This design comes from an exercise in tuning for small area, a short achievable clock period and few clock cycles on the open sky130 flow, not from production work.
No run shown here included a check of the RTL's function; only the layout flow was run.

## flow/design.v (module list and top-level ports; edited modules follow where they fit)
// module milestone: 996 lines
module milestone(
	input logic Clock,
	input logic resetn,
	input logic [15:0] SRAM_read_data,
	input logic m1start,
	output logic [17:0] SRAM_address,
	output logic [15:0] SRAM_write_data,
	output logic SRAM_we_n,
	output logic m1end);
  // ...
==> flow/flow/run.sh <==
#!/bin/bash
# The standard layout (the standard.sh), with ORFS's repair_timing asked
# to leave more setup slack (SETUP_SLACK_MARGIN) than the clock period needs.
# The design is still laid out and signed off at the design's clock period.
set -euo pipefail
MARGIN=${MARGIN:-9}
sed "s/\"\\\${@:-finish}\"/SETUP_SLACK_MARGIN=$MARGIN \"\${@:-finish}\"/" standard.sh > standard_margin.sh
grep -q "SETUP_SLACK_MARGIN=$MARGIN" standard_margin.sh
bash standard_margin.sh > flow_make.log 2>&1
==> flow/standard.sh <==
#!/bin/bash
# synth_recipe.tcl (not shown) runs the flow's synth.tcl, then flattens the netlist and writes it again
# the make line also repeats each setting of config.mk as NAME=value (left out here)
make -C /OpenROAD-flow-scripts/flow DESIGN_CONFIG=/design/flow/config.mk WORK_HOME=/design/flow/orfs CLKGATE_MAP_FILE= SYNTH_SCRIPT=/design/flow/synth_recipe.tcl "${@:-finish}"
==> flow/config.mk <==
export PLATFORM = sky130hd
export DESIGN_NAME = milestone
export DESIGN_NICKNAME = milestone
export VERILOG_FILES = /design/flow/design.v
export SDC_FILE = /design/flow/constraint.sdc
export NUM_CORES = 4
export LEC_CHECK = 0
export CAP_MARGIN = 20
export CORE_MARGIN = 2
export CORE_UTILIZATION = 40
export SLEW_MARGIN = 20
==> flow/constraint.sdc <==
create_clock -name core_clock -period 13.0 [get_ports {Clock}]
set_input_delay 2.6000 -clock core_clock [delete_from_list [all_inputs] [get_ports {Clock}]]
set_output_delay 2.6000 -clock core_clock [all_outputs]
set_load 0.01 [all_outputs]
==> results.txt, run 1 <==
* Vias in the first global route at 17,800
* R2r setup slk at 8.53 ns
* Met3 track demand over resource at 3.49%
* Worst Path Arrival at 4.90 ns
* Placed Area at 0.0271 sq mm
* Cell count after synthesis at 2,207
* Status: complete, no violations
* Chip Height at 256 um
* Clock-cell share of area at 4.68%
* R2R depth at 16
* Seq/Total Area, Yosys at 36.1%
* Multi-input logic area at 0.0154 sq mm
* CP max FO at 4
* Final sum of negative setup slack at 0 ns
* Setup-violating endpoint count in the final report at 0
* Initial antenna violation count at 1
* Fin worst setup slack at 8.53 ns
* Multi-input gates at 1,464
* Die W at 256 um
* Yosys warning count at 4
* Starting Density at 40.5%
* Global route overflow at 0
* Skew-Pair Late Insertion Delay at 0.57 ns
* Syn Area/Cell at 11.5 sq um
* # fillers at 5,574
* FF+latch area at 0.00921 sq mm
==> run 2: changes to the inputs <==
==> flow/design.v (replaced) <==
`timescale 1ns/100ps
`default_nettype none
module milestone(
	input logic Clock,
	input logic resetn,
	input logic [15:0] SRAM_read_data,
	input logic m1start,
	output logic [17:0] SRAM_address,
	output logic [15:0] SRAM_write_data,
	output logic SRAM_we_n,
	output logic m1end);
localparam logic [17:0] RGB_BASE = 18'd146944;
logic        run;
logic [4:0]  ph;             
logic signed [16:0] ycnt;    
logic [7:0]  col;            
logic [17:0] wa;             
logic        wr_ok;          
logic        wpend;          
always_ff @(posedge Clock) wr_ok <= !ycnt[16] && (ycnt[15:1] != 15'd0);
logic [7:0]  wu [0:6];       
logic [7:0]  wv [0:7];       
logic [15:0] yw;             
logic [7:0] f [0:5];
logic [7:0] t0, t1, t2, t3, t4, t5;
logic e0, e1, e157, e158, e159;   
logic fsel;                        
always_ff @(posedge Clock) begin
	e0 <= (col == 8'd0);
	e1 <= (col == 8'd1);
	e157 <= (col == 8'd157);
	e158 <= (col == 8'd158);
	e159 <= (col == 8'd159);
	fsel <= ph[4];
end
always_comb begin
	for (int i = 0; i < 6; i++) f[i] = fsel ? wu[i] : wv[i];
	t0 = e0 ? f[2] : (e1 ? f[1] : f[0]);
	t1 = e0 ? f[2] : f[1];
	t2 = f[2];
	t3 = e159 ? f[2] : f[3];
	t4 = e159 ? f[2] : (e158 ? f[3] : f[4]);
	t5 = e159 ? f[2] : (e158 ? f[3] : (e157 ? f[4] : f[5]));
end
logic [9:0] fd1, fd2;        
logic [8:0] fc;
always_ff @(posedge Clock) begin
	fd1 <= {2'b00, t0} + {2'b00, t5} - {2'b00, t1} - {2'b00, t4};
	fd2 <= {2'b00, t2} + {2'b00, t3} - {2'b00, t1} - {2'b00, t4};
	fc  <= {1'b0, t2} + {1'b0, t3};
end
logic [17:0] fsum;
wire f_1_s, f_1_c;
ha2 u_f_1 (.a(fd1[8]), .b(fd1[6]), .s(f_1_s), .co(f_1_c));
wire f_2_s, f_2_c;
ha2 u_f_2 (.a(fd1[7]), .b(fd1[5]), .s(f_2_s), .co(f_2_c));
wire f_3_s, f_3_c;
ha2 u_f_3 (.a(fd1[5]), .b(fd1[3]), .s(f_3_s), .co(f_3_c));
wire f_4_s, f_4_c;
fa3 u_f_4 (.a(fd1[6]), .b(fd1[4]), .c(fd1[2]), .s(f_4_s), .co(f_4_c));
wire f_5_s, f_5_c;
fa3 u_f_5 (.a(fd1[5]), .b(fd1[3]), .c(fd2[2]), .s(f_5_s), .co(f_5_c));
wire f_6 = fd1[7] ^ fd2[7];
wire f_7 = fd1[7] | fd2[7];
wire f_8_s, f_8_c;
fa3 u_f_8 (.a(fd1[7]), .b(f_1_s), .c(fd1[4]), .s(f_8_s), .co(f_8_c));
wire f_9 = ~fd2[8];
wire f_10_s, f_10_c;
fa3 u_f_10 (.a(fd2[3]), .b(fc[1]), .c(f_9), .s(f_10_s), .co(f_10_c));
wire f_11_s, f_11_c;
fa3 u_f_11 (.a(f_1_c), .b(f_2_s), .c(fd2[9]), .s(f_11_s), .co(f_11_c));
wire f_12 = ~fd1[9];
wire f_13_s, f_13_c;
fa3 u_f_13 (.a(fd2[4]), .b(fc[2]), .c(f_12), .s(f_13_s), .co(f_13_c));
wire f_14 = f_2_c ^ fd1[8];
wire f_15 = f_2_c | fd1[8];
wire f_16_s, f_16_c;
fa3 u_f_16 (.a(fd1[6]), .b(fd2[5]), .c(fc[3]), .s(f_16_s), .co(f_16_c));
wire f_17_s, f_17_c;
fa3 u_f_17 (.a(fd1[7]), .b(fd2[6]), .c(fc[4]), .s(f_17_s), .co(f_17_c));
wire f_18_s, f_18_c;
ha2 u_f_18 (.a(fd1[4]), .b(fd1[2]), .s(f_18_s), .co(f_18_c));
wire f_19_s, f_19_c;
fa3 u_f_19 (.a(f_3_s), .b(fd1[1]), .c(fd2[0]), .s(f_19_s), .co(f_19_c));
wire f_20_s, f_20_c;
fa3 u_f_20 (.a(f_3_c), .b(f_4_s), .c(fd2[1]), .s(f_20_s), .co(f_20_c));
wire f_21_s, f_21_c;
fa3 u_f_21 (.a(f_4_c), .b(f_5_s), .c(f_6), .s(f_21_s), .co(f_21_c));
wire f_22_s, f_22_c;
fa3 u_f_22 (.a(f_5_c), .b(f_8_s), .c(f_10_s), .s(f_22_s), .co(f_22_c));
wire f_23_s, f_23_c;
fa3 u_f_23 (.a(f_8_c), .b(f_10_c), .c(f_11_s), .s(f_23_s), .co(f_23_c));
wire f_24_s, f_24_c;
fa3 u_f_24 (.a(f_11_c), .b(f_13_c), .c(f_16_s), .s(f_24_s), .co(f_24_c));
wire f_25_s, f_25_c;
fa3 u_f_25 (.a(f_15), .b(f_16_c), .c(f_17_s), .s(f_25_s), .co(f_25_c));
wire f_26_s, f_26_c;
fa3 u_f_26 (.a(f_17_c), .b(fd2[7]), .c(fc[5]), .s(f_26_s), .co(f_26_c));
wire f_27_s, f_27_c;
fa3 u_f_27 (.a(fd1[8]), .b(fd2[8]), .c(fc[6]), .s(f_27_s), .co(f_27_c));
wire f_28 = fd1[1] ^ fd2[1];
wire f_29 = fd1[1] & ~fd2[1];
wire f_30 = ~fd2[2];
wire f_31_s, f_31_c;
fa3 u_f_31 (.a(fd1[2]), .b(fd1[0]), .c(f_30), .s(f_31_s), .co(f_31_c));
wire f_32 = ~fd2[3];
wire f_33_s, f_33_c;
fa3 u_f_33 (.a(fd1[3]), .b(fd1[1]), .c(f_32), .s(f_33_s), .co(f_33_c));
wire f_34 = ~fd2[4];
wire f_35_s, f_35_c;
fa3 u_f_35 (.a(f_18_s), .b(fd1[0]), .c(f_34), .s(f_35_s), .co(f_35_c));
wire f_36 = ~fd2[5];
wire f_37_s, f_37_c;
fa3 u_f_37 (.a(f_18_c), .b(f_19_s), .c(f_36), .s(f_37_s), .co(f_37_c));
wire f_38 = ~fd2[6];
wire f_39_s, f_39_c;
fa3 u_f_39 (.a(f_19_c), .b(f_20_s), .c(f_38), .s(f_39_s), .co(f_39_c));
wire f_40_s, f_40_c;
fa3 u_f_40 (.a(f_20_c), .b(f_21_s), .c(fc[0]), .s(f_40_s), .co(f_40_c));
wire f_41 = ~f_7;
wire f_42_s, f_42_c;
fa3 u_f_42 (.a(f_21_c), .b(f_22_s), .c(f_41), .s(f_42_s), .co(f_42_c));
wire f_43_s, f_43_c;
fa3 u_f_43 (.a(f_22_c), .b(f_23_s), .c(f_13_s), .s(f_43_s), .co(f_43_c));
wire f_44 = ~f_14;
wire f_45_s, f_45_c;
fa3 u_f_45 (.a(f_23_c), .b(f_24_s), .c(f_44), .s(f_45_s), .co(f_45_c));
wire f_46 = ~fd1[9];
wire f_47_s, f_47_c;
fa3 u_f_47 (.a(f_24_c), .b(f_25_s), .c(f_46), .s(f_47_s), .co(f_47_c));
wire f_48 = ~fd1[8];
wire f_49_s, f_49_c;
fa3 u_f_49 (.a(f_25_c), .b(f_26_s), .c(f_48), .s(f_49_s), .co(f_49_c));
wire f_50 = ~fd1[9];
wire f_51_s, f_51_c;
fa3 u_f_51 (.a(f_26_c), .b(f_27_s), .c(f_50), .s(f_51_s), .co(f_51_c));
wire f_52 = ~fd2[9];
wire f_53_s, f_53_c;
fa3 u_f_53 (.a(f_27_c), .b(fc[7]), .c(f_52), .s(f_53_s), .co(f_53_c));
assign fsum = {1'b0, fc[8], f_53_c, f_51_c, f_49_c, f_47_c, f_45_c, f_43_c, f_42_c, f_40_c, f_39_c, f_37_c, f_35_c, f_33_c, f_31_c, f_29, fd1[0], ~fd1[0]} + {1'b0, 1'b0, ~fc[8], f_53_s, f_51_s, f_49_s, f_47_s, f_45_s, f_43_s, f_42_s, f_40_s, f_39_s, f_37_s, f_35_s, f_33_s, f_31_s, ~f_28, ~fd2[0]};
logic [9:0] uo, vo;
logic       uq, vq;
always_ff @(posedge Clock) begin
	if (ph[1]) begin
		uo <= fsum[17:8];
		uq <= ~(fsum[17] | fsum[16]);
	end
	if (ph[3]) begin
		vo <= fsum[17:8];
		vq <= ~(fsum[17] | fsum[16]);
	end
end
logic [7:0]  ysel;
logic [22:0] ymul;           
logic yhi;                   
always_ff @(posedge Clock) yhi <= ph[4];
assign ysel = yhi ? yw[15:8] : yw[7:0];
wire y_1 = ysel[5] ^ ysel[3];
wire y_2 = ysel[5] | ysel[3];
wire y_3 = ysel[6] ^ ysel[4];
wire y_4 = ysel[6] | ysel[4];
wire y_5_s, y_5_c;
fa3 u_y_5 (.a(ysel[5]), .b(ysel[3]), .c(ysel[0]), .s(y_5_s), .co(y_5_c));
wire y_6_s, y_6_c;
fa3 u_y_6 (.a(ysel[7]), .b(ysel[4]), .c(ysel[1]), .s(y_6_s), .co(y_6_c));
wire y_7_s, y_7_c;
fa3 u_y_7 (.a(ysel[6]), .b(ysel[5]), .c(ysel[2]), .s(y_7_s), .co(y_7_c));
wire y_8 = ysel[7] ^ ysel[6];
wire y_9 = ysel[7] | ysel[6];
wire y_10 = ysel[3] ^ ysel[1];
wire y_11 = ysel[3] | ysel[1];
wire y_12 = ~ysel[4];
wire y_13_s, y_13_c;
fa3 u_y_13 (.a(ysel[2]), .b(ysel[0]), .c(y_12), .s(y_13_s), .co(y_13_c));
wire y_14 = ~y_1;
wire y_15_s, y_15_c;
fa3 u_y_15 (.a(ysel[4]), .b(ysel[1]), .c(y_14), .s(y_15_s), .co(y_15_c));
wire y_16 = ~y_3;
wire y_17_s, y_17_c;
fa3 u_y_17 (.a(y_2), .b(ysel[2]), .c(y_16), .s(y_17_s), .co(y_17_c));
wire y_18 = ~ysel[7];
wire y_19_s, y_19_c;
fa3 u_y_19 (.a(y_4), .b(y_5_s), .c(y_18), .s(y_19_s), .co(y_19_c));
wire y_20 = ~ysel[6];
wire y_21_s, y_21_c;
fa3 u_y_21 (.a(y_5_c), .b(y_6_s), .c(y_20), .s(y_21_s), .co(y_21_c));
wire y_22 = ~ysel[7];
wire y_23_s, y_23_c;
fa3 u_y_23 (.a(y_6_c), .b(y_7_s), .c(y_22), .s(y_23_s), .co(y_23_c));
wire y_24 = ~y_8;
wire y_25_s, y_25_c;
fa3 u_y_25 (.a(y_7_c), .b(ysel[3]), .c(y_24), .s(y_25_s), .co(y_25_c));
wire y_26 = ~ysel[7];
wire y_27_s, y_27_c;
fa3 u_y_27 (.a(y_9), .b(ysel[4]), .c(y_26), .s(y_27_s), .co(y_27_c));
wire y_28 = ysel[7] ^ ysel[5];
wire y_29 = ysel[7] | ysel[5];
assign ymul = {ysel[7], ysel[6], y_29, y_27_c, y_25_c, y_23_c, y_21_c, y_19_c, y_17_c, y_15_c, y_13_c, y_11, ysel[2], ~ysel[2], ysel[1], ~ysel[7], ~ysel[6], ~ysel[5], ~ysel[4], ~ysel[3], ~ysel[2], ~ysel[1], ~ysel[0]} + {1'b1, ~ysel[7], ~ysel[6], ~y_28, y_27_s, y_25_s, y_23_s, y_21_s, y_19_s, y_17_s, y_15_s, y_13_s, ~y_10, ysel[0], 1'b1, ysel[0], 1'b0, 1'b0, 1'b0, 1'b0, 1'b0, 1'b0, 1'b1};
logic [22:0] cy;
logic [9:0]  cu, cv;         
logic        cqu, cqv;       
logic [16+3:0] r_lo, g_lo, b_lo;
wire rl_1 = cy[5] ^ cv[5];
wire rl_2 = cy[5] | cv[5];
wire rl_3_s, rl_3_c;
ha2 u_rl_3 (.a(cv[3]), .b(cv[0]), .s(rl_3_s), .co(rl_3_c));
wire rl_4 = cy[6] ^ cv[6];
wire rl_5 = cy[6] | cv[6];
wire rl_6 = ~cv[8];
wire rl_7_s, rl_7_c;
fa3 u_rl_7 (.a(cv[4]), .b(cv[1]), .c(rl_6), .s(rl_7_s), .co(rl_7_c));
wire rl_8 = cy[7] ^ cv[7];
wire rl_9 = cy[7] | cv[7];
wire rl_10 = ~cv[9];
wire rl_11_s, rl_11_c;
fa3 u_rl_11 (.a(cv[5]), .b(cv[2]), .c(rl_10), .s(rl_11_s), .co(rl_11_c));
wire rl_12 = cy[8] ^ cv[8];
wire rl_13 = cy[8] | cv[8];
wire rl_14_s, rl_14_c;
ha2 u_rl_14 (.a(cv[6]), .b(cv[3]), .s(rl_14_s), .co(rl_14_c));
wire rl_15_s, rl_15_c;
fa3 u_rl_15 (.a(cy[9]), .b(cv[9]), .c(cv[7]), .s(rl_15_s), .co(rl_15_c));
wire rl_16 = cv[4] ^ cv[0];
wire rl_17 = cv[4] & ~cv[0];
wire rl_18_s, rl_18_c;
fa3 u_rl_18 (.a(cy[10]), .b(cv[8]), .c(cv[5]), .s(rl_18_s), .co(rl_18_c));
wire rl_19_s, rl_19_c;
fa3 u_rl_19 (.a(cy[11]), .b(cv[9]), .c(cv[6]), .s(rl_19_s), .co(rl_19_c));
wire rl_20_s, rl_20_c;
ha2 u_rl_20 (.a(cy[12]), .b(cv[7]), .s(rl_20_s), .co(rl_20_c));
wire rl_21_s, rl_21_c;
fa3 u_rl_21 (.a(cy[13]), .b(cv[8]), .c(cv[2]), .s(rl_21_s), .co(rl_21_c));
wire rl_22_s, rl_22_c;
ha2 u_rl_22 (.a(cy[2]), .b(cv[2]), .s(rl_22_s), .co(rl_22_c));
wire rl_23_s, rl_23_c;
fa3 u_rl_23 (.a(cy[3]), .b(cv[3]), .c(cv[1]), .s(rl_23_s), .co(rl_23_c));
wire rl_24 = ~cy[4];
wire rl_25_s, rl_25_c;
fa3 u_rl_25 (.a(cv[4]), .b(cv[2]), .c(rl_24), .s(rl_25_s), .co(rl_25_c));
wire rl_26 = ~rl_1;
wire rl_27_s, rl_27_c;
fa3 u_rl_27 (.a(cy[4]), .b(rl_3_s), .c(rl_26), .s(rl_27_s), .co(rl_27_c));
wire rl_28_s, rl_28_c;
fa3 u_rl_28 (.a(rl_2), .b(rl_3_c), .c(rl_7_s), .s(rl_28_s), .co(rl_28_c));
wire rl_29_s, rl_29_c;
fa3 u_rl_29 (.a(rl_5), .b(rl_7_c), .c(rl_11_s), .s(rl_29_s), .co(rl_29_c));
wire rl_30_s, rl_30_c;
fa3 u_rl_30 (.a(rl_9), .b(rl_11_c), .c(rl_14_s), .s(rl_30_s), .co(rl_30_c));
wire rl_31_s, rl_31_c;
fa3 u_rl_31 (.a(rl_13), .b(rl_14_c), .c(rl_15_s), .s(rl_31_s), .co(rl_31_c));
wire rl_32_s, rl_32_c;
fa3 u_rl_32 (.a(rl_15_c), .b(rl_17), .c(rl_18_s), .s(rl_32_s), .co(rl_32_c));
wire rl_33_s, rl_33_c;
fa3 u_rl_33 (.a(rl_18_c), .b(rl_19_s), .c(cv[0]), .s(rl_33_s), .co(rl_33_c));
wire rl_34_s, rl_34_c;
fa3 u_rl_34 (.a(rl_19_c), .b(rl_20_s), .c(cv[1]), .s(rl_34_s), .co(rl_34_c));
wire rl_35 = ~cv[4];
wire rl_36_s, rl_36_c;
fa3 u_rl_36 (.a(rl_20_c), .b(rl_21_s), .c(rl_35), .s(rl_36_s), .co(rl_36_c));
wire rl_37_s, rl_37_c;
ha2 u_rl_37 (.a(cy[0]), .b(cv[0]), .s(rl_37_s), .co(rl_37_c));
wire rl_38 = ~cv[3];
wire rl_39_s, rl_39_c;
fa3 u_rl_39 (.a(cy[1]), .b(cv[1]), .c(rl_38), .s(rl_39_s), .co(rl_39_c));
wire rl_40 = ~cv[4];
wire rl_41_s, rl_41_c;
fa3 u_rl_41 (.a(rl_22_s), .b(cv[0]), .c(rl_40), .s(rl_41_s), .co(rl_41_c));
wire rl_42 = ~cv[5];
wire rl_43_s, rl_43_c;
fa3 u_rl_43 (.a(rl_22_c), .b(rl_23_s), .c(rl_42), .s(rl_43_s), .co(rl_43_c));
wire rl_44 = ~cv[6];
wire rl_45_s, rl_45_c;
fa3 u_rl_45 (.a(rl_23_c), .b(rl_25_s), .c(rl_44), .s(rl_45_s), .co(rl_45_c));
wire rl_46 = ~cv[7];
wire rl_47_s, rl_47_c;
fa3 u_rl_47 (.a(rl_25_c), .b(rl_27_s), .c(rl_46), .s(rl_47_s), .co(rl_47_c));
wire rl_48 = ~rl_4;
wire rl_49_s, rl_49_c;
fa3 u_rl_49 (.a(rl_27_c), .b(rl_28_s), .c(rl_48), .s(rl_49_s), .co(rl_49_c));
wire rl_50 = ~rl_8;
wire rl_51_s, rl_51_c;
fa3 u_rl_51 (.a(rl_28_c), .b(rl_29_s), .c(rl_50), .s(rl_51_s), .co(rl_51_c));
wire rl_52 = ~rl_12;
wire rl_53_s, rl_53_c;
fa3 u_rl_53 (.a(rl_29_c), .b(rl_30_s), .c(rl_52), .s(rl_53_s), .co(rl_53_c));
wire rl_54 = ~rl_16;
wire rl_55_s, rl_55_c;
fa3 u_rl_55 (.a(rl_30_c), .b(rl_31_s), .c(rl_54), .s(rl_55_s), .co(rl_55_c));
wire rl_56 = ~cv[1];
wire rl_57_s, rl_57_c;
fa3 u_rl_57 (.a(rl_31_c), .b(rl_32_s), .c(rl_56), .s(rl_57_s), .co(rl_57_c));
wire rl_58 = ~cv[2];
wire rl_59_s, rl_59_c;
fa3 u_rl_59 (.a(rl_32_c), .b(rl_33_s), .c(rl_58), .s(rl_59_s), .co(rl_59_c));
wire rl_60 = ~cv[3];
wire rl_61_s, rl_61_c;
fa3 u_rl_61 (.a(rl_33_c), .b(rl_34_s), .c(rl_60), .s(rl_61_s), .co(rl_61_c));
wire rl_62 = ~cv[0];
wire rl_63_s, rl_63_c;
fa3 u_rl_63 (.a(rl_34_c), .b(rl_36_s), .c(rl_62), .s(rl_63_s), .co(rl_63_c));
wire rl_64_s, rl_64_c;
ha2 u_rl_64 (.a(rl_36_c), .b(rl_21_c), .s(rl_64_s), .co(rl_64_c));
assign r_lo = {1'b0, 1'b0, rl_64_c, rl_63_c, rl_61_c, rl_59_c, rl_57_c, rl_55_c, rl_53_c, rl_51_c, rl_49_c, rl_47_c, rl_45_c, rl_43_c, rl_41_c, rl_39_c, rl_37_c, rl_37_s, ~cv[1], ~cv[0]} + {1'b0, 1'b0, 1'b0, rl_64_s, rl_63_s, rl_61_s, rl_59_s, rl_57_s, rl_55_s, rl_53_s, rl_51_s, rl_49_s, rl_47_s, rl_45_s, rl_43_s, rl_41_s, rl_39_s, ~cv[2], 1'b0, 1'b1};
wire gl_1 = cu[9] ^ cu[4];
wire gl_2 = cu[9] & cu[4];
wire gl_3_s, gl_3_c;
ha2 u_gl_3 (.a(cy[13]), .b(cu[2]), .s(gl_3_s), .co(gl_3_c));
wire gl_4_s, gl_4_c;
ha2 u_gl_4 (.a(cy[3]), .b(cu[2]), .s(gl_4_s), .co(gl_4_c));
wire gl_5_s, gl_5_c;
fa3 u_gl_5 (.a(cu[1]), .b(cv[6]), .c(cv[1]), .s(gl_5_s), .co(gl_5_c));
wire gl_6_s, gl_6_c;
fa3 u_gl_6 (.a(cu[2]), .b(cv[7]), .c(cv[2]), .s(gl_6_s), .co(gl_6_c));
wire gl_7_s, gl_7_c;
fa3 u_gl_7 (.a(cu[3]), .b(cv[8]), .c(cv[3]), .s(gl_7_s), .co(gl_7_c));
wire gl_8 = cu[4] ^ cv[9];
wire gl_9 = cu[4] & cv[9];
wire gl_10_s, gl_10_c;
ha2 u_gl_10 (.a(cy[7]), .b(cu[6]), .s(gl_10_s), .co(gl_10_c));
wire gl_11 = cu[5] ^ cu[0];
wire gl_12 = cu[5] & cu[0];
wire gl_13 = ~cv[5];
wire gl_14_s, gl_14_c;
fa3 u_gl_14 (.a(cy[8]), .b(cu[7]), .c(gl_13), .s(gl_14_s), .co(gl_14_c));
wire gl_15_s, gl_15_c;
fa3 u_gl_15 (.a(cu[6]), .b(cu[1]), .c(cv[6]), .s(gl_15_s), .co(gl_15_c));
wire gl_16_s, gl_16_c;
ha2 u_gl_16 (.a(cy[9]), .b(cu[8]), .s(gl_16_s), .co(gl_16_c));
wire gl_17_s, gl_17_c;
fa3 u_gl_17 (.a(cu[7]), .b(cu[2]), .c(cv[7]), .s(gl_17_s), .co(gl_17_c));
wire gl_18 = ~cv[0];
wire gl_19_s, gl_19_c;
fa3 u_gl_19 (.a(cy[10]), .b(cu[9]), .c(gl_18), .s(gl_19_s), .co(gl_19_c));
wire gl_20_s, gl_20_c;
fa3 u_gl_20 (.a(cu[8]), .b(cu[3]), .c(cv[8]), .s(gl_20_s), .co(gl_20_c));
wire gl_21 = ~cv[1];
wire gl_22_s, gl_22_c;
fa3 u_gl_22 (.a(cy[11]), .b(cu[0]), .c(gl_21), .s(gl_22_s), .co(gl_22_c));
wire gl_23_s, gl_23_c;
fa3 u_gl_23 (.a(gl_1), .b(cv[9]), .c(cv[2]), .s(gl_23_s), .co(gl_23_c));
wire gl_24_s, gl_24_c;
fa3 u_gl_24 (.a(cy[12]), .b(cu[1]), .c(cv[0]), .s(gl_24_s), .co(gl_24_c));
wire gl_25_s, gl_25_c;
fa3 u_gl_25 (.a(gl_2), .b(cu[5]), .c(cu[0]), .s(gl_25_s), .co(gl_25_c));
wire gl_26 = ~cv[3];
wire gl_27_s, gl_27_c;
fa3 u_gl_27 (.a(gl_3_s), .b(cv[1]), .c(gl_26), .s(gl_27_s), .co(gl_27_c));
wire gl_28 = cu[0] ^ cv[5];
wire gl_29 = cu[0] | cv[5];
wire gl_30_s, gl_30_c;
fa3 u_gl_30 (.a(gl_4_c), .b(cy[4]), .c(cu[3]), .s(gl_30_s), .co(gl_30_c));
wire gl_31 = ~gl_5_c;
wire gl_32_s, gl_32_c;
fa3 u_gl_32 (.a(cy[5]), .b(cu[4]), .c(gl_31), .s(gl_32_s), .co(gl_32_c));
wire gl_33 = ~gl_6_c;
wire gl_34_s, gl_34_c;
fa3 u_gl_34 (.a(cy[6]), .b(cu[5]), .c(gl_33), .s(gl_34_s), .co(gl_34_c));
wire gl_35_s, gl_35_c;
fa3 u_gl_35 (.a(gl_7_c), .b(gl_8), .c(cv[4]), .s(gl_35_s), .co(gl_35_c));
wire gl_36 = ~gl_9;
wire gl_37_s, gl_37_c;
fa3 u_gl_37 (.a(gl_10_c), .b(gl_14_s), .c(gl_36), .s(gl_37_s), .co(gl_37_c));
wire gl_38 = ~gl_12;
wire gl_39_s, gl_39_c;
fa3 u_gl_39 (.a(gl_14_c), .b(gl_16_s), .c(gl_38), .s(gl_39_s), .co(gl_39_c));
wire gl_40 = ~gl_15_c;
wire gl_41_s, gl_41_c;
fa3 u_gl_41 (.a(gl_16_c), .b(gl_19_s), .c(gl_40), .s(gl_41_s), .co(gl_41_c));
wire gl_42 = ~gl_17_c;
wire gl_43_s, gl_43_c;
fa3 u_gl_43 (.a(gl_19_c), .b(gl_22_s), .c(gl_42), .s(gl_43_s), .co(gl_43_c));
wire gl_44 = ~gl_20_c;
wire gl_45_s, gl_45_c;
fa3 u_gl_45 (.a(gl_22_c), .b(gl_24_s), .c(gl_44), .s(gl_45_s), .co(gl_45_c));
wire gl_46 = ~gl_23_c;
wire gl_47_s, gl_47_c;
fa3 u_gl_47 (.a(gl_24_c), .b(gl_27_s), .c(gl_46), .s(gl_47_s), .co(gl_47_c));
wire gl_48_s, gl_48_c;
ha2 u_gl_48 (.a(gl_27_c), .b(gl_3_c), .s(gl_48_s), .co(gl_48_c));
wire gl_49_s, gl_49_c;
ha2 u_gl_49 (.a(cy[1]), .b(cu[0]), .s(gl_49_s), .co(gl_49_c));
wire gl_50 = ~cv[4];
wire gl_51_s, gl_51_c;
fa3 u_gl_51 (.a(cy[2]), .b(cu[1]), .c(gl_50), .s(gl_51_s), .co(gl_51_c));
wire gl_52 = ~cv[0];
wire gl_53_s, gl_53_c;
fa3 u_gl_53 (.a(gl_28), .b(gl_4_s), .c(gl_52), .s(gl_53_s), .co(gl_53_c));
wire gl_54 = ~gl_30_s;
wire gl_55_s, gl_55_c;
fa3 u_gl_55 (.a(gl_29), .b(gl_5_s), .c(gl_54), .s(gl_55_s), .co(gl_55_c));
wire gl_56 = ~gl_6_s;
wire gl_57_s, gl_57_c;
fa3 u_gl_57 (.a(gl_30_c), .b(gl_32_s), .c(gl_56), .s(gl_57_s), .co(gl_57_c));
wire gl_58 = ~gl_7_s;
wire gl_59_s, gl_59_c;
fa3 u_gl_59 (.a(gl_32_c), .b(gl_34_s), .c(gl_58), .s(gl_59_s), .co(gl_59_c));
wire gl_60 = ~gl_35_s;
wire gl_61_s, gl_61_c;
fa3 u_gl_61 (.a(gl_34_c), .b(gl_10_s), .c(gl_60), .s(gl_61_s), .co(gl_61_c));
wire gl_62 = ~gl_37_s;
wire gl_63_s, gl_63_c;
fa3 u_gl_63 (.a(gl_35_c), .b(gl_11), .c(gl_62), .s(gl_63_s), .co(gl_63_c));
wire gl_64 = ~gl_15_s;
wire gl_65_s, gl_65_c;
fa3 u_gl_65 (.a(gl_37_c), .b(gl_39_s), .c(gl_64), .s(gl_65_s), .co(gl_65_c));
wire gl_66 = ~gl_17_s;
wire gl_67_s, gl_67_c;
fa3 u_gl_67 (.a(gl_39_c), .b(gl_41_s), .c(gl_66), .s(gl_67_s), .co(gl_67_c));
wire gl_68 = ~gl_20_s;
wire gl_69_s, gl_69_c;
fa3 u_gl_69 (.a(gl_41_c), .b(gl_43_s), .c(gl_68), .s(gl_69_s), .co(gl_69_c));
wire gl_70 = ~gl_23_s;
wire gl_71_s, gl_71_c;
fa3 u_gl_71 (.a(gl_43_c), .b(gl_45_s), .c(gl_70), .s(gl_71_s), .co(gl_71_c));
wire gl_72 = ~gl_25_s;
wire gl_73_s, gl_73_c;
fa3 u_gl_73 (.a(gl_45_c), .b(gl_47_s), .c(gl_72), .s(gl_73_s), .co(gl_73_c));
wire gl_74 = ~gl_25_c;
wire gl_75_s, gl_75_c;
fa3 u_gl_75 (.a(gl_47_c), .b(gl_48_s), .c(gl_74), .s(gl_75_s), .co(gl_75_c));
assign g_lo = {1'b0, 1'b0, gl_75_c, gl_73_c, gl_71_c, gl_69_c, gl_67_c, gl_65_c, ~gl_63_c, gl_61_c, gl_59_c, gl_57_c, ~gl_55_c, gl_53_c, gl_51_c, gl_49_c, gl_49_s, cy[0], ~cv[1], ~cv[0]} + {1'b0, 1'b0, gl_48_c, gl_75_s, gl_73_s, gl_71_s, gl_69_s, gl_67_s, gl_65_s, ~gl_63_s, gl_61_s, gl_59_s, gl_57_s, ~gl_55_s, gl_53_s, gl_51_s, ~cv[3], ~cv[2], 1'b0, 1'b1};
wire bl_1 = cu[7] ^ cu[5];
wire bl_2 = cu[7] & cu[5];
wire bl_3_s, bl_3_c;
ha2 u_bl_3 (.a(cy[5]), .b(cu[2]), .s(bl_3_s), .co(bl_3_c));
wire bl_4 = cu[8] ^ cu[6];
wire bl_5 = cu[8] & cu[6];
wire bl_6_s, bl_6_c;
fa3 u_bl_6 (.a(cy[6]), .b(cu[3]), .c(cu[1]), .s(bl_6_s), .co(bl_6_c));
wire bl_7 = cu[9] ^ cu[7];
wire bl_8 = cu[9] & cu[7];
wire bl_9_s, bl_9_c;
fa3 u_bl_9 (.a(cy[7]), .b(cu[4]), .c(cu[2]), .s(bl_9_s), .co(bl_9_c));
wire bl_10_s, bl_10_c;
fa3 u_bl_10 (.a(cy[8]), .b(cu[5]), .c(cu[3]), .s(bl_10_s), .co(bl_10_c));
wire bl_11 = cu[0] ^ cu[8];
wire bl_12 = cu[0] & ~cu[8];
wire bl_13_s, bl_13_c;
fa3 u_bl_13 (.a(cy[9]), .b(cu[6]), .c(cu[4]), .s(bl_13_s), .co(bl_13_c));
wire bl_14 = cu[1] ^ cu[9];
wire bl_15 = cu[1] & ~cu[9];
wire bl_16_s, bl_16_c;
fa3 u_bl_16 (.a(cy[10]), .b(cu[7]), .c(cu[5]), .s(bl_16_s), .co(bl_16_c));
wire bl_17 = cy[11] ^ cu[8];
wire bl_18 = cy[11] | cu[8];
wire bl_19 = cy[12] ^ cu[9];
wire bl_20 = cy[12] | cu[9];
wire bl_21 = cu[3] ^ cu[1];
wire bl_22 = cu[3] | cu[1];
wire bl_23 = cu[4] ^ cu[2];
wire bl_24 = cu[4] | cu[2];
wire bl_25 = ~cu[5];
wire bl_26_s, bl_26_c;
fa3 u_bl_26 (.a(cy[3]), .b(cu[0]), .c(bl_25), .s(bl_26_s), .co(bl_26_c));
wire bl_27_s, bl_27_c;
fa3 u_bl_27 (.a(cy[4]), .b(cu[6]), .c(cu[4]), .s(bl_27_s), .co(bl_27_c));
wire bl_28_s, bl_28_c;
fa3 u_bl_28 (.a(cy[4]), .b(bl_3_s), .c(cu[0]), .s(bl_28_s), .co(bl_28_c));
wire bl_29 = ~bl_2;
wire bl_30_s, bl_30_c;
fa3 u_bl_30 (.a(bl_3_c), .b(bl_6_s), .c(bl_29), .s(bl_30_s), .co(bl_30_c));
wire bl_31 = ~bl_5;
wire bl_32_s, bl_32_c;
fa3 u_bl_32 (.a(bl_6_c), .b(bl_9_s), .c(bl_31), .s(bl_32_s), .co(bl_32_c));
wire bl_33 = ~bl_8;
wire bl_34_s, bl_34_c;
fa3 u_bl_34 (.a(bl_9_c), .b(bl_10_s), .c(bl_33), .s(bl_34_s), .co(bl_34_c));
wire bl_35_s, bl_35_c;
fa3 u_bl_35 (.a(bl_10_c), .b(bl_12), .c(bl_13_s), .s(bl_35_s), .co(bl_35_c));
wire bl_36_s, bl_36_c;
fa3 u_bl_36 (.a(bl_13_c), .b(bl_15), .c(bl_16_s), .s(bl_36_s), .co(bl_36_c));
wire bl_37_s, bl_37_c;
fa3 u_bl_37 (.a(bl_16_c), .b(cu[6]), .c(cu[3]), .s(bl_37_s), .co(bl_37_c));
wire bl_38_s, bl_38_c;
fa3 u_bl_38 (.a(bl_18), .b(cu[7]), .c(cu[4]), .s(bl_38_s), .co(bl_38_c));
wire bl_39_s, bl_39_c;
fa3 u_bl_39 (.a(bl_20), .b(cy[13]), .c(cu[8]), .s(bl_39_s), .co(bl_39_c));
wire bl_40 = cy[0] ^ cu[2];
wire bl_41 = cy[0] | cu[2];
wire bl_42_s, bl_42_c;
fa3 u_bl_42 (.a(cy[0]), .b(bl_21), .c(cy[1]), .s(bl_42_s), .co(bl_42_c));
wire bl_43 = ~bl_22;
wire bl_44_s, bl_44_c;
fa3 u_bl_44 (.a(bl_23), .b(cy[2]), .c(bl_43), .s(bl_44_s), .co(bl_44_c));
wire bl_45 = ~bl_26_s;
wire bl_46_s, bl_46_c;
fa3 u_bl_46 (.a(bl_24), .b(cu[3]), .c(bl_45), .s(bl_46_s), .co(bl_46_c));
wire bl_47 = ~bl_27_s;
wire bl_48_s, bl_48_c;
fa3 u_bl_48 (.a(bl_26_c), .b(cu[1]), .c(bl_47), .s(bl_48_s), .co(bl_48_c));
wire bl_49 = ~bl_28_s;
wire bl_50_s, bl_50_c;
fa3 u_bl_50 (.a(bl_27_c), .b(bl_1), .c(bl_49), .s(bl_50_s), .co(bl_50_c));
wire bl_51 = ~bl_4;
wire bl_52_s, bl_52_c;
fa3 u_bl_52 (.a(bl_28_c), .b(bl_30_s), .c(bl_51), .s(bl_52_s), .co(bl_52_c));
wire bl_53 = ~bl_7;
wire bl_54_s, bl_54_c;
fa3 u_bl_54 (.a(bl_30_c), .b(bl_32_s), .c(bl_53), .s(bl_54_s), .co(bl_54_c));
wire bl_55 = ~bl_11;
wire bl_56_s, bl_56_c;
fa3 u_bl_56 (.a(bl_32_c), .b(bl_34_s), .c(bl_55), .s(bl_56_s), .co(bl_56_c));
wire bl_57 = ~bl_14;
wire bl_58_s, bl_58_c;
fa3 u_bl_58 (.a(bl_34_c), .b(bl_35_s), .c(bl_57), .s(bl_58_s), .co(bl_58_c));
wire bl_59_s, bl_59_c;
fa3 u_bl_59 (.a(bl_35_c), .b(bl_36_s), .c(cu[2]), .s(bl_59_s), .co(bl_59_c));
wire bl_60 = ~bl_17;
wire bl_61_s, bl_61_c;
fa3 u_bl_61 (.a(bl_36_c), .b(bl_37_s), .c(bl_60), .s(bl_61_s), .co(bl_61_c));
wire bl_62 = ~bl_19;
wire bl_63_s, bl_63_c;
fa3 u_bl_63 (.a(bl_37_c), .b(bl_38_s), .c(bl_62), .s(bl_63_s), .co(bl_63_c));
wire bl_64_s, bl_64_c;
fa3 u_bl_64 (.a(bl_38_c), .b(bl_39_s), .c(cu[5]), .s(bl_64_s), .co(bl_64_c));
assign b_lo = {1'b0, 1'b0, 1'b0, bl_64_c, bl_63_c, bl_61_c, bl_59_c, bl_58_c, bl_56_c, bl_54_c, bl_52_c, ~bl_50_c, bl_48_c, ~bl_46_c, bl_44_c, bl_42_c, ~bl_41, bl_40, ~cu[1], ~cu[0]} + {1'b0, 1'b0, 1'b0, bl_39_c, bl_64_s, bl_63_s, bl_61_s, bl_59_s, bl_58_s, bl_56_s, bl_54_s, bl_52_s, ~bl_50_s, bl_48_s, ~bl_46_s, bl_44_s, bl_42_s, ~cu[0], 1'b0, 1'b1};
logic [3:0] r_cy, g_cy, b_cy;
always_ff @(posedge Clock) begin
	r_cy <= r_lo[16+3:16];
	g_cy <= g_lo[16+3:16];
	b_cy <= b_lo[16+3:16];
end
logic [11:0] r_ha, r_hb, g_ha, g_hb, b_ha, b_hb;
wire rh_1_s, rh_1_c;
ha2 u_rh_1 (.a(cy[15]), .b(cv[4]), .s(rh_1_s), .co(rh_1_c));
wire rh_2_s, rh_2_c;
ha2 u_rh_2 (.a(cy[16]), .b(cv[5]), .s(rh_2_s), .co(rh_2_c));
wire rh_3 = cv[8] ^ cv[4];
wire rh_4 = cv[8] & cv[4];
wire rh_5_s, rh_5_c;
fa3 u_rh_5 (.a(cy[14]), .b(cv[5]), .c(cv[1]), .s(rh_5_s), .co(rh_5_c));
wire rh_6_s, rh_6_c;
fa3 u_rh_6 (.a(cy[14]), .b(rh_1_s), .c(cv[0]), .s(rh_6_s), .co(rh_6_c));
wire rh_7 = cv[6] ^ cv[2];
wire rh_8 = cv[6] | cv[2];
wire rh_9_s, rh_9_c;
fa3 u_rh_9 (.a(rh_1_c), .b(rh_2_s), .c(cv[1]), .s(rh_9_s), .co(rh_9_c));
wire rh_10 = ~r_cy[2];
wire rh_11_s, rh_11_c;
fa3 u_rh_11 (.a(cv[7]), .b(cv[3]), .c(rh_10), .s(rh_11_s), .co(rh_11_c));
wire rh_12_s, rh_12_c;
fa3 u_rh_12 (.a(rh_2_c), .b(cy[17]), .c(cv[6]), .s(rh_12_s), .co(rh_12_c));
wire rh_13 = ~rh_3;
wire rh_14_s, rh_14_c;
fa3 u_rh_14 (.a(cv[2]), .b(r_cy[3]), .c(rh_13), .s(rh_14_s), .co(rh_14_c));
wire rh_15_s, rh_15_c;
fa3 u_rh_15 (.a(rh_4), .b(cv[9]), .c(cv[5]), .s(rh_15_s), .co(rh_15_c));
wire rh_16_s, rh_16_c;
fa3 u_rh_16 (.a(cy[18]), .b(cv[7]), .c(cv[3]), .s(rh_16_s), .co(rh_16_c));
wire rh_17 = cy[19] ^ cv[8];
wire rh_18 = cy[19] | cv[8];
wire rh_19 = cv[4] ^ cv[6];
wire rh_20 = cv[4] & ~cv[6];
wire rh_21 = cy[20] ^ cv[9];
wire rh_22 = cy[20] | cv[9];
wire rh_23 = cv[5] ^ cv[7];
wire rh_24 = cv[5] & ~cv[7];
wire rh_25_s, rh_25_c;
ha2 u_rh_25 (.a(cy[21]), .b(cv[6]), .s(rh_25_s), .co(rh_25_c));
wire rh_26_s, rh_26_c;
ha2 u_rh_26 (.a(cv[9]), .b(cv[3]), .s(rh_26_s), .co(rh_26_c));
wire rh_27_s, rh_27_c;
fa3 u_rh_27 (.a(rh_6_s), .b(rh_7), .c(r_cy[1]), .s(rh_27_s), .co(rh_27_c));
wire rh_28 = ~rh_8;
wire rh_29_s, rh_29_c;
fa3 u_rh_29 (.a(rh_6_c), .b(rh_9_s), .c(rh_28), .s(rh_29_s), .co(rh_29_c));
wire rh_30_s, rh_30_c;
fa3 u_rh_30 (.a(rh_9_c), .b(rh_12_s), .c(rh_14_s), .s(rh_30_s), .co(rh_30_c));
wire rh_31_s, rh_31_c;
fa3 u_rh_31 (.a(rh_12_c), .b(rh_14_c), .c(rh_16_s), .s(rh_31_s), .co(rh_31_c));
wire rh_32_s, rh_32_c;
fa3 u_rh_32 (.a(rh_15_c), .b(rh_17), .c(rh_19), .s(rh_32_s), .co(rh_32_c));
wire rh_33 = ~rh_21;
wire rh_34_s, rh_34_c;
fa3 u_rh_34 (.a(rh_18), .b(rh_20), .c(rh_33), .s(rh_34_s), .co(rh_34_c));
wire rh_35_s, rh_35_c;
fa3 u_rh_35 (.a(rh_22), .b(rh_24), .c(rh_25_s), .s(rh_35_s), .co(rh_35_c));
wire rh_36 = ~cy[22];
wire rh_37_s, rh_37_c;
fa3 u_rh_37 (.a(rh_25_c), .b(cv[7]), .c(rh_36), .s(rh_37_s), .co(rh_37_c));
wire rh_38_s, rh_38_c;
ha2 u_rh_38 (.a(rh_26_s), .b(r_cy[0]), .s(rh_38_s), .co(rh_38_c));
wire rh_39 = ~rh_5_c;
wire rh_40_s, rh_40_c;
fa3 u_rh_40 (.a(rh_26_c), .b(rh_27_s), .c(rh_39), .s(rh_40_s), .co(rh_40_c));
wire rh_41 = ~rh_11_s;
wire rh_42_s, rh_42_c;
fa3 u_rh_42 (.a(rh_27_c), .b(rh_29_s), .c(rh_41), .s(rh_42_s), .co(rh_42_c));
wire rh_43 = ~rh_11_c;
wire rh_44_s, rh_44_c;
fa3 u_rh_44 (.a(rh_29_c), .b(rh_30_s), .c(rh_43), .s(rh_44_s), .co(rh_44_c));
wire rh_45 = ~rh_15_s;
wire rh_46_s, rh_46_c;
fa3 u_rh_46 (.a(rh_30_c), .b(rh_31_s), .c(rh_45), .s(rh_46_s), .co(rh_46_c));
wire rh_47 = ~rh_32_s;
wire rh_48_s, rh_48_c;
fa3 u_rh_48 (.a(rh_31_c), .b(rh_16_c), .c(rh_47), .s(rh_48_s), .co(rh_48_c));
wire rh_49 = ~rh_34_s;
wire rh_50_s, rh_50_c;
fa3 u_rh_50 (.a(rh_32_c), .b(rh_23), .c(rh_49), .s(rh_50_s), .co(rh_50_c));
wire rh_51 = ~cv[8];
wire rh_52_s, rh_52_c;
fa3 u_rh_52 (.a(rh_34_c), .b(rh_35_s), .c(rh_51), .s(rh_52_s), .co(rh_52_c));
wire rh_53 = ~cv[9];
wire rh_54_s, rh_54_c;
fa3 u_rh_54 (.a(rh_35_c), .b(rh_37_s), .c(rh_53), .s(rh_54_s), .co(rh_54_c));
wire rh_55 = ~cy[22];
wire rh_56_s, rh_56_c;
fa3 u_rh_56 (.a(rh_37_c), .b(cv[8]), .c(rh_55), .s(rh_56_s), .co(rh_56_c));
wire rh_57_s, rh_57_c;
ha2 u_rh_57 (.a(cy[22]), .b(cv[9]), .s(rh_57_s), .co(rh_57_c));
assign r_ha = {rh_57_c, rh_56_c, rh_54_c, rh_52_c, ~rh_50_c, rh_48_c, rh_46_c, rh_44_c, rh_42_c, rh_40_c, rh_38_c, rh_38_s};
assign r_hb = {1'b1, rh_57_s, rh_56_s, rh_54_s, rh_52_s, ~rh_50_s, rh_48_s, rh_46_s, rh_44_s, rh_42_s, rh_40_s, ~rh_5_s};
wire gh_1_s, gh_1_c;
fa3 u_gh_1 (.a(cu[6]), .b(cu[1]), .c(cv[4]), .s(gh_1_s), .co(gh_1_c));
wire gh_2_s, gh_2_c;
fa3 u_gh_2 (.a(cu[7]), .b(cu[2]), .c(cv[5]), .s(gh_2_s), .co(gh_2_c));
wire gh_3_s, gh_3_c;
ha2 u_gh_3 (.a(cy[15]), .b(cu[4]), .s(gh_3_s), .co(gh_3_c));
wire gh_4 = cu[8] ^ cu[3];
wire gh_5 = cu[8] & cu[3];
wire gh_6_s, gh_6_c;
fa3 u_gh_6 (.a(cy[16]), .b(cu[5]), .c(cv[4]), .s(gh_6_s), .co(gh_6_c));
wire gh_7 = cv[6] ^ cv[2];
wire gh_8 = cv[6] | cv[2];
wire gh_9 = cu[9] ^ cu[4];
wire gh_10 = cu[9] & cu[4];
wire gh_11_s, gh_11_c;
fa3 u_gh_11 (.a(cy[17]), .b(cu[6]), .c(cv[5]), .s(gh_11_s), .co(gh_11_c));
wire gh_12 = ~g_cy[3];
wire gh_13_s, gh_13_c;
fa3 u_gh_13 (.a(cv[7]), .b(cv[3]), .c(gh_12), .s(gh_13_s), .co(gh_13_c));
wire gh_14_s, gh_14_c;
fa3 u_gh_14 (.a(cu[5]), .b(cv[8]), .c(cv[4]), .s(gh_14_s), .co(gh_14_c));
wire gh_15_s, gh_15_c;
ha2 u_gh_15 (.a(cy[18]), .b(cu[7]), .s(gh_15_s), .co(gh_15_c));
wire gh_16 = cu[6] ^ cv[9];
wire gh_17 = cu[6] & cv[9];
wire gh_18_s, gh_18_c;
ha2 u_gh_18 (.a(cy[19]), .b(cu[8]), .s(gh_18_s), .co(gh_18_c));
wire gh_19 = cu[7] ^ cv[6];
wire gh_20 = cu[7] & cv[6];
wire gh_21_s, gh_21_c;
fa3 u_gh_21 (.a(cy[14]), .b(cu[3]), .c(cv[2]), .s(gh_21_s), .co(gh_21_c));
wire gh_22_s, gh_22_c;
fa3 u_gh_22 (.a(gh_1_c), .b(gh_2_s), .c(cv[1]), .s(gh_22_s), .co(gh_22_c));
wire gh_23_s, gh_23_c;
ha2 u_gh_23 (.a(gh_3_s), .b(cv[3]), .s(gh_23_s), .co(gh_23_c));
wire gh_24_s, gh_24_c;
fa3 u_gh_24 (.a(gh_3_c), .b(gh_6_s), .c(gh_7), .s(gh_24_s), .co(gh_24_c));
wire gh_25 = ~g_cy[2];
wire gh_26_s, gh_26_c;
fa3 u_gh_26 (.a(gh_2_c), .b(gh_4), .c(gh_25), .s(gh_26_s), .co(gh_26_c));
wire gh_27_s, gh_27_c;
fa3 u_gh_27 (.a(gh_5), .b(gh_8), .c(gh_9), .s(gh_27_s), .co(gh_27_c));
wire gh_28 = ~gh_13_s;
wire gh_29_s, gh_29_c;
fa3 u_gh_29 (.a(gh_6_c), .b(gh_11_s), .c(gh_28), .s(gh_29_s), .co(gh_29_c));
wire gh_30_s, gh_30_c;
fa3 u_gh_30 (.a(gh_10), .b(gh_13_c), .c(gh_14_s), .s(gh_30_s), .co(gh_30_c));
wire gh_31_s, gh_31_c;
fa3 u_gh_31 (.a(gh_11_c), .b(gh_15_s), .c(cv[6]), .s(gh_31_s), .co(gh_31_c));
wire gh_32_s, gh_32_c;
fa3 u_gh_32 (.a(gh_14_c), .b(gh_16), .c(cv[5]), .s(gh_32_s), .co(gh_32_c));
wire gh_33_s, gh_33_c;
fa3 u_gh_33 (.a(gh_15_c), .b(gh_18_s), .c(cv[7]), .s(gh_33_s), .co(gh_33_c));
wire gh_34_s, gh_34_c;
fa3 u_gh_34 (.a(gh_18_c), .b(cy[20]), .c(cu[9]), .s(gh_34_s), .co(gh_34_c));
wire gh_35 = ~cv[8];
wire gh_36_s, gh_36_c;
fa3 u_gh_36 (.a(gh_17), .b(gh_19), .c(gh_35), .s(gh_36_s), .co(gh_36_c));
wire gh_37_s, gh_37_c;
fa3 u_gh_37 (.a(gh_20), .b(cu[8]), .c(cv[7]), .s(gh_37_s), .co(gh_37_c));
wire gh_38_s, gh_38_c;
ha2 u_gh_38 (.a(cy[21]), .b(cv[9]), .s(gh_38_s), .co(gh_38_c));
wire gh_39 = cu[9] ^ cv[8];
wire gh_40 = cu[9] & cv[8];
wire gh_41_s, gh_41_c;
ha2 u_gh_41 (.a(gh_21_s), .b(g_cy[0]), .s(gh_41_s), .co(gh_41_c));
wire gh_42_s, gh_42_c;
fa3 u_gh_42 (.a(gh_21_c), .b(gh_23_s), .c(g_cy[1]), .s(gh_42_s), .co(gh_42_c));
wire gh_43 = ~gh_22_c;
wire gh_44_s, gh_44_c;
fa3 u_gh_44 (.a(gh_23_c), .b(gh_24_s), .c(gh_43), .s(gh_44_s), .co(gh_44_c));
wire gh_45 = ~gh_26_c;
wire gh_46_s, gh_46_c;
fa3 u_gh_46 (.a(gh_24_c), .b(gh_29_s), .c(gh_45), .s(gh_46_s), .co(gh_46_c));
wire gh_47 = ~gh_27_c;
wire gh_48_s, gh_48_c;
fa3 u_gh_48 (.a(gh_29_c), .b(gh_31_s), .c(gh_47), .s(gh_48_s), .co(gh_48_c));
wire gh_49 = ~gh_30_c;
wire gh_50_s, gh_50_c;
fa3 u_gh_50 (.a(gh_31_c), .b(gh_33_s), .c(gh_49), .s(gh_50_s), .co(gh_50_c));
wire gh_51 = ~gh_32_c;
wire gh_52_s, gh_52_c;
fa3 u_gh_52 (.a(gh_33_c), .b(gh_34_s), .c(gh_51), .s(gh_52_s), .co(gh_52_c));
wire gh_53 = ~gh_36_c;
wire gh_54_s, gh_54_c;
fa3 u_gh_54 (.a(gh_34_c), .b(gh_38_s), .c(gh_53), .s(gh_54_s), .co(gh_54_c));
wire gh_55 = ~gh_37_c;
wire gh_56_s, gh_56_c;
fa3 u_gh_56 (.a(gh_38_c), .b(cy[22]), .c(gh_55), .s(gh_56_s), .co(gh_56_c));
wire gh_57 = gh_1_s ^ cv[0];
wire gh_58 = gh_1_s | cv[0];
wire gh_59 = ~gh_22_s;
wire gh_60_s, gh_60_c;
fa3 u_gh_60 (.a(gh_41_c), .b(gh_42_s), .c(gh_59), .s(gh_60_s), .co(gh_60_c));
wire gh_61 = ~gh_26_s;
wire gh_62_s, gh_62_c;
fa3 u_gh_62 (.a(gh_42_c), .b(gh_44_s), .c(gh_61), .s(gh_62_s), .co(gh_62_c));
wire gh_63 = ~gh_27_s;
wire gh_64_s, gh_64_c;
fa3 u_gh_64 (.a(gh_44_c), .b(gh_46_s), .c(gh_63), .s(gh_64_s), .co(gh_64_c));
wire gh_65 = ~gh_30_s;
wire gh_66_s, gh_66_c;
fa3 u_gh_66 (.a(gh_46_c), .b(gh_48_s), .c(gh_65), .s(gh_66_s), .co(gh_66_c));
wire gh_67 = ~gh_32_s;
wire gh_68_s, gh_68_c;
fa3 u_gh_68 (.a(gh_48_c), .b(gh_50_s), .c(gh_67), .s(gh_68_s), .co(gh_68_c));
wire gh_69 = ~gh_36_s;
wire gh_70_s, gh_70_c;
fa3 u_gh_70 (.a(gh_50_c), .b(gh_52_s), .c(gh_69), .s(gh_70_s), .co(gh_70_c));
wire gh_71 = ~gh_37_s;
wire gh_72_s, gh_72_c;
fa3 u_gh_72 (.a(gh_52_c), .b(gh_54_s), .c(gh_71), .s(gh_72_s), .co(gh_72_c));
wire gh_73 = ~gh_39;
wire gh_74_s, gh_74_c;
fa3 u_gh_74 (.a(gh_54_c), .b(gh_56_s), .c(gh_73), .s(gh_74_s), .co(gh_74_c));
wire gh_75 = ~cv[9];
wire gh_76_s, gh_76_c;
fa3 u_gh_76 (.a(gh_56_c), .b(gh_40), .c(gh_75), .s(gh_76_s), .co(gh_76_c));
assign g_ha = {1'b1, gh_76_c, gh_74_c, gh_72_c, gh_70_c, gh_68_c, gh_66_c, gh_64_c, gh_62_c, gh_60_c, ~gh_58, gh_57};
assign g_hb = {1'b0, ~gh_40, gh_76_s, gh_74_s, gh_72_s, gh_70_s, gh_68_s, gh_66_s, gh_64_s, gh_62_s, gh_60_s, gh_41_s};
wire bh_1 = cy[16] ^ cu[8];
wire bh_2 = cy[16] | cu[8];
wire bh_3_s, bh_3_c;
ha2 u_bh_3 (.a(cy[17]), .b(cu[9]), .s(bh_3_s), .co(bh_3_c));
wire bh_4_s, bh_4_c;
ha2 u_bh_4 (.a(cy[14]), .b(cu[9]), .s(bh_4_s), .co(bh_4_c));
wire bh_5_s, bh_5_c;
fa3 u_bh_5 (.a(cu[7]), .b(cu[0]), .c(b_cy[1]), .s(bh_5_s), .co(bh_5_c));
wire bh_6_s, bh_6_c;
fa3 u_bh_6 (.a(cy[15]), .b(cu[1]), .c(b_cy[2]), .s(bh_6_s), .co(bh_6_c));
wire bh_7_s, bh_7_c;
fa3 u_bh_7 (.a(bh_2), .b(bh_3_s), .c(cu[2]), .s(bh_7_s), .co(bh_7_c));
wire bh_8_s, bh_8_c;
ha2 u_bh_8 (.a(bh_3_c), .b(cy[18]), .s(bh_8_s), .co(bh_8_c));
wire bh_9_s, bh_9_c;
ha2 u_bh_9 (.a(bh_4_s), .b(cu[6]), .s(bh_9_s), .co(bh_9_c));
wire bh_10 = ~cy[15];
wire bh_11_s, bh_11_c;
fa3 u_bh_11 (.a(bh_4_c), .b(bh_5_s), .c(bh_10), .s(bh_11_s), .co(bh_11_c));
wire bh_12 = ~bh_1;
wire bh_13_s, bh_13_c;
fa3 u_bh_13 (.a(bh_5_c), .b(bh_6_s), .c(bh_12), .s(bh_13_s), .co(bh_13_c));
wire bh_14_s, bh_14_c;
fa3 u_bh_14 (.a(bh_6_c), .b(bh_7_s), .c(b_cy[3]), .s(bh_14_s), .co(bh_14_c));
wire bh_15_s, bh_15_c;
fa3 u_bh_15 (.a(bh_7_c), .b(bh_8_s), .c(cu[3]), .s(bh_15_s), .co(bh_15_c));
wire bh_16 = ~cy[19];
wire bh_17_s, bh_17_c;
fa3 u_bh_17 (.a(bh_8_c), .b(cu[4]), .c(bh_16), .s(bh_17_s), .co(bh_17_c));
wire bh_18 = ~cy[20];
wire bh_19_s, bh_19_c;
fa3 u_bh_19 (.a(cy[19]), .b(cu[5]), .c(bh_18), .s(bh_19_s), .co(bh_19_c));
wire bh_20 = ~cy[21];
wire bh_21_s, bh_21_c;
fa3 u_bh_21 (.a(cy[20]), .b(cu[6]), .c(bh_20), .s(bh_21_s), .co(bh_21_c));
wire bh_22_s, bh_22_c;
fa3 u_bh_22 (.a(cy[21]), .b(cy[22]), .c(cu[7]), .s(bh_22_s), .co(bh_22_c));
assign b_ha = {1'b1, cu[9], bh_22_c, bh_21_c, bh_19_c, bh_17_c, bh_15_c, bh_14_c, bh_13_c, bh_11_c, bh_9_c, bh_9_s};
assign b_hb = {1'b0, 1'b1, cu[8], bh_22_s, bh_21_s, bh_19_s, bh_17_s, bh_15_s, bh_14_s, bh_13_s, bh_11_s, b_cy[0]};
logic [11:0] ra, rb, ga, gb, ba, bb;   
logic        squ, sqv;
always_ff @(posedge Clock) begin
	ra <= r_ha; rb <= r_hb;
	ga <= g_ha; gb <= g_hb;
	ba <= b_ha; bb <= b_hb;
	squ <= cqu;
	sqv <= cqv;
end
function automatic logic [7:0] clip(input logic [11:0] s, input logic wrapped);
	if (wrapped || s[11]) clip = 8'd0;
	else if (s[10:8] != 3'd0) clip = 8'd255;
	else clip = s[7:0];
endfunction
logic [11:0] rs, gs, bs;
assign rs = ra + rb;
assign gs = ga + gb;
assign bs = ba + bb;
logic [7:0] cr, cg, cb;
assign cr = clip(rs, sqv);
assign cg = clip(gs, squ | sqv);
assign cb = clip(bs, squ);
logic [7:0] b0h;             
always_ff @(posedge Clock or negedge resetn) begin
	if (~resetn) begin
		run <= 1'b0;
		SRAM_we_n <= 1'b1;
		m1end <= 1'b0;
	end else if (!run) begin
		if (m1start) begin
			run <= 1'b1;
			m1end <= 1'b0;
		end
	end else begin
		if (ph[3]) SRAM_we_n <= !wr_ok;
		if (ph[0] || ph[1]) SRAM_we_n <= !wpend;
		if (ph[2] || ph[4]) SRAM_we_n <= 1'b1;
		if (ph[2] && !SRAM_we_n && (&SRAM_address)) begin
			run <= 1'b0;
			m1end <= 1'b1;
		end
	end
end
always_ff @(posedge Clock) begin
	if (!run) begin
		if (m1start) begin
			ph <= 5'b01000;
			ycnt <= -17'sd4;
			col <= 8'd155;
			wa <= RGB_BASE;
			wpend <= 1'b0;
			SRAM_address <= 18'd57600;
		end
	end else begin
		ph <= {ph[3:0], ph[4]};
		if (ph[0]) col <= (col == 8'd159) ? 8'd0 : col + 8'd1;
		if (ph[4]) ycnt <= ycnt + 17'sd1;
		if (ph[3]) wpend <= wr_ok;
		if ((ph[3] && wr_ok) || ((ph[0] || ph[1]) && wpend)) wa <= wa + 18'd1;
		if (ph[0] || ph[1] || ph[3]) SRAM_address <= wa;
		if (ph[2]) SRAM_address <= {{2{ycnt[16]}}, ycnt[16:1]} + (ycnt[0] ? 18'd38402 : 18'd57602);
		if (ph[4]) SRAM_address <= {ycnt[16], ycnt};
	end
end
always_ff @(posedge Clock) begin
	if (ph[2]) yw <= SRAM_read_data;
	if (ph[0]) begin
		if (!ycnt[0]) begin
			for (int i = 0; i < 5; i++) wu[i] <= wu[i+1];
			wu[5] <= SRAM_read_data[15:8];
			wu[6] <= SRAM_read_data[7:0];
			for (int i = 0; i < 7; i++) wv[i] <= wv[i+1];
		end else begin
			for (int i = 0; i < 6; i++) wu[i] <= wu[i+1];
			for (int i = 0; i < 6; i++) wv[i] <= wv[i+1];
			wv[6] <= SRAM_read_data[15:8];
			wv[7] <= SRAM_read_data[7:0];
		end
	end
	if (ph[0]) begin
		cy <= ymul;
		cu <= {2'b01, wu[2]};
		cv <= {2'b01, wv[2]};
		cqu <= 1'b0;
		cqv <= 1'b0;
	end
	if (ph[2]) begin
		cy <= ymul;
		cu <= uo;
		cv <= vo;
		cqu <= uq;
		cqv <= vq;
	end
	if (ph[3]) b0h <= cb;
	if (ph[3]) SRAM_write_data <= {cr, cg};
	else if (ph[0]) SRAM_write_data <= {b0h, cr};
	else SRAM_write_data <= {cg, cb};
end
endmodule
module fa3(input logic a, input logic b, input logic c, output logic s, output logic co);
assign s = a ^ b ^ c;
assign co = (a & b) | (a & c) | (b & c);
endmodule
module ha2(input logic a, input logic b, output logic s, output logic co);
assign s = a ^ b;
assign co = a & b;
endmodule
==> flow/run.sh (new file) <==
#!/bin/bash
# synth_recipe.tcl (not shown) runs the flow's synth.tcl, then flattens the netlist and writes it again
# the make line also repeats each setting of config.mk as NAME=value (left out here)
make -C /OpenROAD-flow-scripts/flow DESIGN_CONFIG=/design/flow/config.mk WORK_HOME=/design/flow/orfs CLKGATE_MAP_FILE= SYNTH_SCRIPT=/design/flow/synth_recipe.tcl finish
--- a/flow/config.mk
+++ b/flow/config.mk
@@ -4,8 +4,9 @@
 export VERILOG_FILES = /design/flow/design.v
 export SDC_FILE = /design/flow/constraint.sdc
 export NUM_CORES = 4
 export LEC_CHECK = 0
 export CAP_MARGIN = 20
 export CORE_MARGIN = 2
 export CORE_UTILIZATION = 40
 export SLEW_MARGIN = 20
+export SYNTH_HIERARCHICAL = 1
removed: flow/flow/run.sh
removed: flow/standard.sh
==> run 2 against run 1 <==
Compared with the run above:
- cell count down 3.6%
- synthesized area increased by 3.8%
- register-to-register slack worse by 0.72 ns
- largest cell class unchanged
- core utilization down 2.8 points
- synthesized cell count decreased by 1.6%
- non-clock buffer count decreased by 114
- critical path type unchanged
- worst setup slack lost 0.72 ns
- highest routed layer unchanged
- die area up 3.7%
- wire length down 10%
==> results.txt, run 2 <==
* Final sum of negative setup slack at 0 ns (unchanged)
* Async SR Flop Fraction at 0.733%
* Pre-CTS setup slack at 7.81 ns
* Seq/Total Area, Yosys at 41.6% (+5.5 points)
* Resize count post-CTS at 0
* Crit path largest cell delay at 0.71 ns
* Num CTS Buffers at 46
* Crit path from: fsel
* ANT nets after route at 0
* Reg with most FFs: wv
* Routability cong. at 0.866
* Vias per cell at 5.13
* Slew Limit Fails at 0
* Commonest non-fill, non-tap cell in the layout: edfxtp_1
* FF+latch area at 0.0110 sq mm (+19%)
* Hold_buf cts at 0
* Die W at 261 um (+1.8%)
* Worst path bufs/invs at 4
* Drt total wl at 57,700 um
* Top Layer Used: met4
* DIE AREA at 0.0682 sq mm
* Starting Density at 40.3% (-0.17 points)
* Root Buffer: clkbuf_16
* Placed Area at 0.0280 sq mm (+3.2%)
* Fin worst setup slack at 7.81 ns (-0.724 ns)
* Crit path kind: reg -> reg
* Worst Path Arrival at 5.66 ns (+0.76 ns)
* Yosys warning count at 10 (+6)
* Yosys cell types at 77
* Total setup buffers inserted after CTS at 0
* Post-Syn Area at 0.0264 sq mm
* R2R depth at 21 (+5)
* # fillers at 6,008 (+7.8%)
* Slew headroom at 31.0%
* Nature of the critical path startpoint: flip-flop
* CTS clk-pin slew, worst paths at 0.06 ns
* P&R area growth vs syn at 11.7%
* Clock tree buffer depth at 3
* Core Region at 0.0656 sq mm
* EDFF count, synth at 278
* Skew-Pair Late Insertion Delay at 0.59 ns (+0.02 ns)
* DR WL/cell at 18.4 um
* Global route overflow at 0 (unchanged)
* Final Util at 45.0%
* Final nets at 2,723
* Vias at 16,100
* CP max FO at 37 (+33)
* Minimum clock period at 5.19 ns
* Cell count after synthesis at 2,171 (-1.6%)
* DRT Pass-1 Iters at 5
* Biggest regs: wv (64), wu (56), cy (23)
* Setup-violating endpoint count in the final report at 0 (unchanged)
* Worst min path class: reg -> reg
* R2r setup slk at 7.81 ns (-0.72 ns)
* Post-synth top area share at 31.6%
* Vias in the first global route at 16,700 (-6.1%)
* Maxcap violations at 0
* Gr usage total at 17.4%
* Fraction of layout cells with a size suffix above 1 at 7.43%
* # H-tree levels at 2
* Crit. End Element: flip-flop
* Global-route wire length before repair at 92,500 um
* Worst-margin pin slew at 1.03 ns
* Starting DRT DRC Count at 945
* Levels on crit path at 21
* Cell row count at 94
* Most used DFF post-synth: edfxtp_1
* Synth area leader: edfxtp_1
* Most frequent cell after synthesis: edfxtp_1
* Reg2reg start: fsel
* FF+latch count, synth at 409
* Status: complete, no violations
* Syn Area/Cell at 12.2 sq um (+5.5%)
* CP top delay family: adder cells
* Commonest non-fill, non-tap cells in the layout: 278 x edfxtp_1, 266 x inv_1, 244 x fa_1
* Multi-input logic area at 0.0143 sq mm (-7.4%)
* RSZ-0062 raised after global routing: no
* I/O pin cnt at 55
* Slowest cell on the critical path: dfxtp_4
* Hpwl dp at 44,100 um
* Reg2reg end: fd1[8]
* Port bufs at 54
* Antenna fix cells at 0
* Initial antenna violation count at 0 (-1)
* DRC at 0
* Routed met3 length at 2300 um
* CP endpoint: fd1[8]
* Worst EP required at 13.46 ns
* Commonest cells in the synthesized netlist: 278 x edfxtp_1, 266 x inv_1, 244 x fa_1
* Chip Height at 261 um (+1.8%)
* DR WL met2 at 27,900 um
* Top cells by area, synth: edfxtp_1 32%, fa_1 18%, ha_1 10%
* Clock tree sinks at 409
* Final period util at 40.0%
* Hold_ws at 0.325 ns
* CTS tree: yes
* Max reg flops at 64
* Wl on met1 at 26,300 um
* Finished Cell Area at 0.0295 sq mm
* Max Fclk at 193 MHz
==> run 2: changes by cell type after synthesis, moves of 17 or more <==
cell	change
and2_1	+20
inv_1	-88
dfxtp_1	+37
a211oi_1	+17
edfxtp_1	+35
nand2_1	-20
fa_1	-41
==> run 2: per-layer routing <==
metal	GRT usage (%)	vias up
li1	-	7720
met1	23.8	8000
met2	29.4	298
met3	2.19	75
met4	4.50	0
met5	0	-
==> run 2: through the flow <==
step                      cells
after floorplan            2173
after global placement     3055
after detailed placement   3055
after CTS                  3140
after global routing       3140
final                      3140
==> run 2: worst min path at each step <==
stage,startpoint,endpoint,slack [ns],cells past startpoint
global placement,b_cy[0],bb[0],0.32,0
detailed placement,b_cy[0],bb[0],0.31,0
CTS,b_cy[0],bb[0],0.33,0
global route,cqu,squ,0.34,0
finish,b_cy[0],bb[0],0.33,0
floorplan,b_cy[0],bb[0],0.31,0
==> run 2: logic make-up (layout without fill, tap and decap cells) <==
kind of cell,count (synthesis),count (layout),share of synthesized area (%)
compound gates,371,371,9.24
fa+ha+maj,465,465,28.9
mux,92,92,4.40
flops,409,409,41.6
simple gates,402,402,7.63
other cells,2,4,0.0284
xor+xnor,109,109,3.61
buf+inv,321,424,4.60
==> run 2: cell type report <==
cell class,instances,area share [%]
clock buffers,55,4.11
clock inverters,30,1.03
inverters,269,3.42
multi-input cells,1443,48.3
flip-flops and latches,409,37.2
well taps,864,3.66
repair buffers,70,2.24
==> run 2: Yosys stat by module (local to each module, per instance) <==
module / area, sq um / times used
ha2: 12.5 / 33
milestone: 21900 / 1
fa3: 20.0 / 208

==> re-timing with driven ports <==
The results above use ideal ports. As a check the final layouts listed here were re-extracted and re-timed, cells and wires unchanged. Step 1, drivers: a clkbuf_16 drives Clock and a buf_2 each remaining input, both assumed. Step 2 times the ports against the registers' clock, not the clock port: input delays grow and output delays shrink by t, the midpoint of the rising clock arrivals with the driver on. a / b / c = no drivers / after step 1 / after step 2; a / b = the first two.
run | t, ns | setup WS [ns] | worst setup path after step 2 | worst data-port slew with drivers (ns)
run 1 | 0.616 | 8.530 / 8.530 / 8.530 | register to register | 0.08
run 2 | 0.637 | 7.806 / 7.806 / 7.806 | register to register | 0.05
After both steps setup and hold are still met in every run listed.
